This is an optimization exercise on Yosys and OpenROAD, whose aim is small area, not a production implementation.
Only simulation tests tie the RTL to the original design; equivalence was not proved.

Setup of run 1:
## cal_fp
module cal_fp(
    input clk,
    input rst,
    output logic [127:0] fp_data,
    output logic                fp_valid,
    input [511:0] din,
    input [127:0] din_valid,
    input  last
);
Settings: LEC_CHECK=0, CAP_MARGIN=20, CORE_MARGIN=2, CORE_UTILIZATION=60, PLACE_DENSITY=0.7, SLEW_MARGIN=20, SYNTH_HIERARCHICAL=1; clock period 4.0 ns.
standard.sh (not shown) runs the stock make flow with config.mk's settings and CLKGATE_MAP_FILE= SYNTH_SCRIPT=/design/flow/synth_recipe.tcl, a recipe that flattens the netlist after the stock synthesis.
==> flow/flow/run.sh <==
#!/bin/bash
# The standard layout, with changes to how it is made:
# - after the standard synthesis, every combinational cell is swapped to the
#   drive-1 cell of the same function (flow/downsize.tcl); the later repair
#   steps upsize where timing, slew or capacitance need it;
# - ports are buffered with the smallest buffer (buf_1) instead of the one
#   buffer_ports picks;
# - clock tree synthesis clusters up to 15 flip-flops within 50 um under each
#   clkbuf_8 and inserts no dummy loads.
set -euo pipefail
export BUFFER_PORTS_ARGS="-buffer_cell sky130_fd_sc_hd__buf_1"
export CTS_ARGS="-sink_clustering_enable -sink_clustering_size 15 -sink_clustering_max_diameter 50 -repair_clock_nets -dont_use_dummy_load -buf_list {sky130_fd_sc_hd__clkbuf_8}"
bash standard.sh synth > standard_synth.log 2>&1
DS_ODB=orfs/results/$FLOW_PLATFORM/cal_fp/base/1_synth.odb \
  openroad -no_init -exit flow/downsize.tcl > downsize.log 2>&1
bash standard.sh > standard.log 2>&1
==> flow/flow/downsize.tcl <==
# Swap every combinational cell to the drive-1 cell of the same function
# (registers and clock cells are left alone); later repair steps upsize
# where timing or slew needs it.
set f $::env(DS_ODB)
read_db $f
set db [ord::get_db]
set block [ord::get_db_block]
set n 0
set before 0.0
set after 0.0
foreach inst [$block getInsts] {
  set master [$inst getMaster]
  set m [$master getName]
  if {[regexp {^(sky130_fd_sc_hd__([a-z0-9]+))_([0-9]+)$} $m -> base fn drive]} {
    if {$drive > 1 && ![regexp {^(df|sdf|edf|sedf|dl|sdl|clk|conb|tap|fill|decap|diode|lpflow|probe)} $fn]} {
      set new [$db findMaster ${base}_1]
      if {$new != "NULL"} {
        set a0 [expr {[$master getWidth] * [$master getHeight]}]
        set a1 [expr {[$new getWidth] * [$new getHeight]}]
        if {$a1 < $a0} {
          $inst swapMaster $new
          incr n
          set before [expr {$before + $a0 / 1e6}]
          set after [expr {$after + $a1 / 1e6}]
        }
      }
    }
  }
}
puts "downsize: swapped $n instances, area $before -> $after um2"
write_db $f
Edits applied to the flow inputs when going from run 1 to run 2:
- CORE_UTILIZATION changed from 60 to 70
- PLACE_DENSITY changed from 0.7 to 0.8
==> comparison <==
- The remaining runs in run 1 and run 2 completed every stage, whereas run 2 halted early.
- What ended run 2 was a tool error in I/O pin placement (3_2_place_iop); the run never finished.
- From run 1 to run 2 the numbers moved as follows: net count after synthesis stayed essentially flat; average size of a mapped cell stayed essentially flat; starting utilization of the core area rose by 11 points; area after synthesis stayed essentially flat; synthesized cell count stayed essentially flat.
- The height of the chip of run 2 is lower than that of run 1.
- Summary of run 2 over run 1: die width down 7.3%, number of core rows down 7.
Inputs modified between run 2 and run 3:
- PLACE_DENSITY no longer set, was 0.8
- CORE_UTILIZATION now 55, was 70
Notes after the runs:
Run 3 | status: complete | timing, DRC, antenna: pass
Changes observed in run 3 relative to run 2: mean area per synthesized cell closely matched the old numbers; net count after synthesis shows no meaningful change.
Re synthesized cell count: no difference whatsoever between run 3 and run 2.
Delta(x dimension of the die, run 3 - run 2) > 0
Die outline height: run 3 vs run 2 up 27 µm
Area after synthesis came out exactly the same in run 2 and run 3.
[run 3] starting utilization of the core area fell 15 points relative to run 2
Delta(placement row count, run 3 - run 2) > 0
--- input diff run 3..run 4 ---
- CORE_UTILIZATION now 40, was 55
### Flow results
- Between run 3 and run 4, the flow reports detailed placer's ending HPWL increasing by a few percent.
- The highest cell delay on the worst timing path reported for run 4 is smaller than that of run 3 by 0.49 ns.
- For the non-clock buffer count, run 4 came in 4 lower than run 3 did.
- For run 3, the start point of the critical path was din[283], unlike run 4, where it was fp_data[126].
- [compare] base=run 3 new=run 4: detailed-route wire length climbed 9.0 mm; clock buffer count in the final layout rose 7.

========
The RTL this note starts from:
==> flow/design.v <==
module cal_fp(
    input clk,
    input rst,
    output logic [127:0] fp_data,
    output logic                fp_valid,
    input [511:0] din,
    input [127:0] din_valid,
    input  last
);
logic [3:0] lo [128];
logic [3:0] hi [128];
logic [127:0] hit;
always_comb begin
    for (int k = 0; k < 128; k++)
        for (int a = 0; a < 4; a++) begin
            lo[k][a] = din[4*k +: 2] == a;
            hi[k][a] = din_valid[k] && din[4*k+2 +: 2] == a;
        end
    for (int b = 0; b < 8; b++)
        for (int c = 0; c < 4; c++)
            for (int a = 0; a < 4; a++) begin
                hit[16*b + 4*c + a] = 1'b0;
                for (int j = 0; j < 16; j++)
                    hit[16*b + 4*c + a] = hit[16*b + 4*c + a] | (lo[16*b+j][a] & hi[16*b+j][c]);
            end
end
logic [127:0] bank0, bank1, bank2;
logic [2:0] wp;           
logic [2:0] rp;           
logic first;              
logic [4:0] v_p;          
logic [4:0] n_p;          
wire [2:0] cur = first ? {wp[1:0], wp[2]} : wp;
wire [2:0] we = last ? 3'b000 : cur;
wire [2:0] ow = first ? we : 3'b000;
wire [2:0] rs = n_p[4] ? rp : 3'b000;
always @(posedge clk) begin
    bank0 <= (bank0 & {128{~ow[0]}}) | (hit & {128{we[0]}});
    bank1 <= (bank1 & {128{~ow[1]}}) | (hit & {128{we[1]}});
    bank2 <= (bank2 & {128{~ow[2]}}) | (hit & {128{we[2]}});
    fp_data <= (bank0 & {128{rs[0]}}) | (bank1 & {128{rs[1]}}) | (bank2 & {128{rs[2]}});
    if (rst) begin
        wp <= 3'b100;
        rp <= 3'b001;
        first <= 1'b1;
        v_p <= '0;
        n_p <= '0;
        fp_valid <= 1'b0;
    end else begin
        if (!last) wp <= cur;
        if (n_p[4]) rp <= {rp[1:0], rp[2]};
        first <= last;
        v_p <= {v_p[3:0], last};
        n_p <= {n_p[3:0], last & ~first};
        fp_valid <= v_p[4];
    end
end
endmodule
clock: 4.0 ns
lec_check: 0
cap_margin: 20
core_margin: 2
core_utilization: 40
slew_margin: 20
==> flow/flow/run.sh <==
#!/bin/bash
# The standard layout, with changes to how it is made: ports are buffered with
# the smallest buffer (buf_1) instead of the one buffer_ports picks, and clock
# tree synthesis builds the tree from clkbuf_4/clkbuf_8 and inserts no dummy
# loads.
set -euo pipefail
export BUFFER_PORTS_ARGS="-buffer_cell sky130_fd_sc_hd__buf_1"
export CTS_ARGS="-sink_clustering_enable -repair_clock_nets -dont_use_dummy_load -buf_list {sky130_fd_sc_hd__clkbuf_4 sky130_fd_sc_hd__clkbuf_8}"
bash standard.sh > standard.log 2>&1
The starting point finished with timing, DRC and antenna clean.
Change:
==> flow/run.sh (new file) <==
#!/bin/bash
# synth_recipe.tcl (not shown) runs the flow's synth.tcl, then flattens the netlist and writes it again
# the make line also repeats each setting of config.mk as NAME=value (left out here)
make -C /OpenROAD-flow-scripts/flow DESIGN_CONFIG=/design/flow/config.mk WORK_HOME=/design/flow/orfs CLKGATE_MAP_FILE= SYNTH_SCRIPT=/design/flow/synth_recipe.tcl finish
removed: flow/flow/run.sh
removed: flow/standard.sh
The changed run went through all stages and came out clean.
Final cell count barely changes.
Global-route usage is higher by 1.0 points.
Register-to-register slack improved by 0.04 ns.
Die area stays the same.
Design area grows by about a fifth.
Flip-flop and latch count does not change.
Core utilization rises by 6.7 points.

[what the ideal ports hide]
How much do the figures lean on ideal ports? The routed layouts below were timed once more, with nothing changed but the port constraints. Step 1 (the two cells are an assumption about what drives the block):
set clk [get_ports {clk}]
set_driving_cell -lib_cell sky130_fd_sc_hd__clkbuf_16 $clk
set_driving_cell -lib_cell sky130_fd_sc_hd__buf_2 [delete_from_list [all_inputs] $clk]
Step 2 times the ports against the registers' clock, not the clock port: input delays grow and output delays shrink by t, the midpoint of the rising clock arrivals with the driver on. Slacks: ideal / step 1 / step 2; pairs: ideal / step 1.
run | shift t [ns] | setup WS [ns] | worst setup path after step 2
run 1 | 0.658 | 1.480 / 1.480 / 0.871 | input to register
run 3 | 0.667 | 1.708 / 1.722 / 1.069 | input to register
run 4 | 0.702 | 1.757 / 1.698 / 1.266 | input to register
the first run of note 2 | 0.693 | 1.821 / 1.780 / 1.087 | input to register
the second run of note 2 | 0.653 | 1.521 / 1.455 / 0.833 | input to register
After both steps setup and hold are still met in every run listed. The setup slack of the first run of note 2, which loses most, moves by -0.041 ns with the drivers and by -0.734 ns with both steps.
